From an optimization exercise on the open Yosys and OpenROAD flow, aimed at small area, a short achievable clock period and few clock cycles; shortcuts taken in it are not production practice.
Function was checked by simulation only, so behaviour that the tests miss may differ from the original.
No activity file was given, so power comes from the tool's default toggle rates.

job 3155:
==> flow/design.v (excerpt) <==
module sw(i0, i1, i2, i3, o0, o1, o2, o3, clk, rst);
  input clk, rst;
  input [9:0] i0, i1, i2, i3;
  output [9:0] o0, o1, o2, o3;
  wire [9:0] in [0:3];
  assign in[0] = i0; assign in[1] = i1; assign in[2] = i2; assign in[3] = i3;
  wire [8:0] f [0:3];      
  wire [3:0] av;           
  wire [3:0] rq [0:3];     
  wire [3:0] hd;           
  wire [3:0] pop;
  reg  [3:0] busy;         
  reg  [3:0] own [0:3];    
  reg  [9:0] ob [0:3];     
  wire [3:0] req [0:3];    
  wire [3:0] gnt [0:3];
  wire [3:0] sel [0:3];    
  wire [3:0] gin;          
  genvar i, j;
  generate
    for (i = 0; i < 4; i = i + 1) begin : g_in
      fifo q(.clk(clk), .rst(rst), .din({in[i][9], in[i][7:0]}),
             .dval(in[i][9] | in[i][8]), .pop(pop[i]), .h(f[i]), .hv(av[i]), .hd(hd[i]), .req(rq[i]));
      assign gin[i] = gnt[0][i] | gnt[1][i] | gnt[2][i] | gnt[3][i];
      assign pop[i] = (~hd[i] & av[i]) | gin[i];
    end
    for (j = 0; j < 4; j = j + 1) begin : g_out
      for (i = 0; i < 4; i = i + 1) begin : g_r
        assign req[j][i] = rq[i][j];
        assign sel[j][i] = busy[j] ? (own[j][i] & av[i]) : gnt[j][i];
      end
      arb a(.clk(clk), .rst(rst), .req(req[j]), .busy(busy[j]), .gnt(gnt[j]));
    end
  endgenerate
  function [9:0] pick;
    input [3:0] s;
    input [8:0] f0, f1, f2, f3;
    input [3:0] h;
    begin
      pick = ({10{s[0]}} & {f0[8], ~h[0], f0[7:0]}) |
             ({10{s[1]}} & {f1[8], ~h[1], f1[7:0]}) |
             ({10{s[2]}} & {f2[8], ~h[2], f2[7:0]}) |
             ({10{s[3]}} & {f3[8], ~h[3], f3[7:0]});
  ...
Size in the first run: about 2,100 cells after synthesis, roughly 82 I/O pins, about 0.031 mm² of cells after synthesis.
Settings: LEC_CHECK=0, CAP_MARGIN=20, CORE_MARGIN=2, CORE_UTILIZATION=40, CTS_CLUSTER_DIAMETER=80, CTS_CLUSTER_SIZE=24, PLACE_DENSITY=0.6, SETUP_SLACK_MARGIN=3.7, SLEW_MARGIN=20; clock period 6.0 ns.
standard.sh (not shown) runs the stock make flow with config.mk's settings and CLKGATE_MAP_FILE= SYNTH_SCRIPT=/design/flow/synth_recipe.tcl, a recipe that flattens the netlist after the stock synthesis.
==> flow/flow/run.sh <==
#!/bin/bash
# Standard ORFS layout, with plain buffers (buf_4) on the ports instead of the
# delay-cell buffers buffer_ports picks by default, and sizing not held to
# the cell footprint.
set -euo pipefail
export BUFFER_PORTS_ARGS="-buffer_cell sky130_fd_sc_hd__buf_4"
bash standard.sh MATCH_CELL_FOOTPRINT=0 finish > orfs_make.log 2>&1
Job 3155 closes out successfully: all stages finished, all timing, DRC and antenna checks passed.
Testbench counts of job 3155, summed over its fixed seeds: cycles 2,639.
Input-level comparison between job 6959 and job 3155:
Settings: a change of CORE_UTILIZATION from 40 to 75; an added ABC_AREA of 1; a change of SETUP_SLACK_MARGIN from 3.7 to 3.8; a change of PLACE_DENSITY from 0.6 to 0.92.
Findings:
- Compare job 3155 and job 6959 | utilization higher: job 6959
- Job 3155 has a lower number of nets produced by synthesis than job 6959.
- On hold slack: between job 3155 and job 6959, it ends up higher for job 6959.
The following lists how job 226 was set up differently from job 6959:
Settings: swapping 0.92 for 0.6 in PLACE_DENSITY; swapping 75 for 40 in CORE_UTILIZATION; swapping 3.8 for 4.0 in SETUP_SLACK_MARGIN.
Results
In the metrics for job 6959 and job 226, the one carrying the higher routed wire length is job 226. The higher maximum achievable frequency came out of job 6959. Via count of the first global-routing pass in job 226 vs job 6959: down about 6%. Data required time of the worst path across job 6959 and job 226: no real change. On sequential share of cell area, the lower figure sits with job 226, not job 6959. Against job 6959 as the reference, job 226 delivers a higher largest incremental delay on the critical path. Summary — total power, job 226 relative to job 6959: higher, by 0.18 mW. Across both runs, die area was higher for job 226 than for job 6959.
Inputs modified between job 226 and job 5660:
Settings: a deleted ABC_AREA that had been 1; a change of SETUP_SLACK_MARGIN from 4.0 to 3.6.
==> flow/flow/run.sh <==
#!/bin/bash
# Standard ORFS layout, with plain buffers (buf_4) on the ports instead of the
# delay-cell buffers buffer_ports picks by default.
set -euo pipefail
export BUFFER_PORTS_ARGS="-buffer_cell sky130_fd_sc_hd__buf_4"
bash standard.sh finish > orfs_make.log 2>&1
Compared with job 226, in job 5660 core outline area increased about 0.5%; transition time at the pin with the least slew margin rose 0.028 ns; final cell count lost 749. Between job 226 and job 5660, length of routed met3 wiring is higher for job 226, job 5660 comes in under that. Between job 226 and job 5660, floorplan die height increased. Of the two values seen for type of the setup path with the least slack, reg2out was produced by job 226 and reg2reg by job 5660. From job 226 to job 5660 the numbers moved as follows: switching power share of the total decreased 6.5 points, number of register bits inferred by synthesis essentially unchanged.

separate check: timing with driven ports:
In the flow no input, the clock included, has a driving cell. The finished layouts below were timed again as built, in two steps.
Step 1: set_driving_cell puts a clkbuf_16 on clk and a buf_2 on each other input, an assumption about the parent block.
Step 2 adds t to the input delays and takes it off the output delays; t is the mean of the earliest and latest rising clock arrival at the registers after step 1. Input paths then give back, and output paths get back, about the clock's delay inside the block.
a / b / c = ideal / step 1 / step 2; a / b = the first two.
run | shift t [ns] | slack for setup (ns) | slew at the worst register clock pin (ns) | pins driven straight from the clock port
job 3155 | 0.657 | 3.577 / 3.577 / 3.279 | 0.10 / 0.10 | 1
job 6959 | 0.640 | 3.741 / 3.682 / 3.194 | 0.10 / 0.10 | 1
job 226 | 0.633 | 3.723 / 3.667 / 3.456 | 0.10 / 0.10 | 1
job 5660 | 0.657 | 3.609 / 3.609 / 3.129 | 0.10 / 0.10 | 1
After both steps every run listed still meets setup and hold. For job 6959, which loses most, drivers alone change the setup slack by -0.059 ns; drivers and shift together by -0.547 ns.
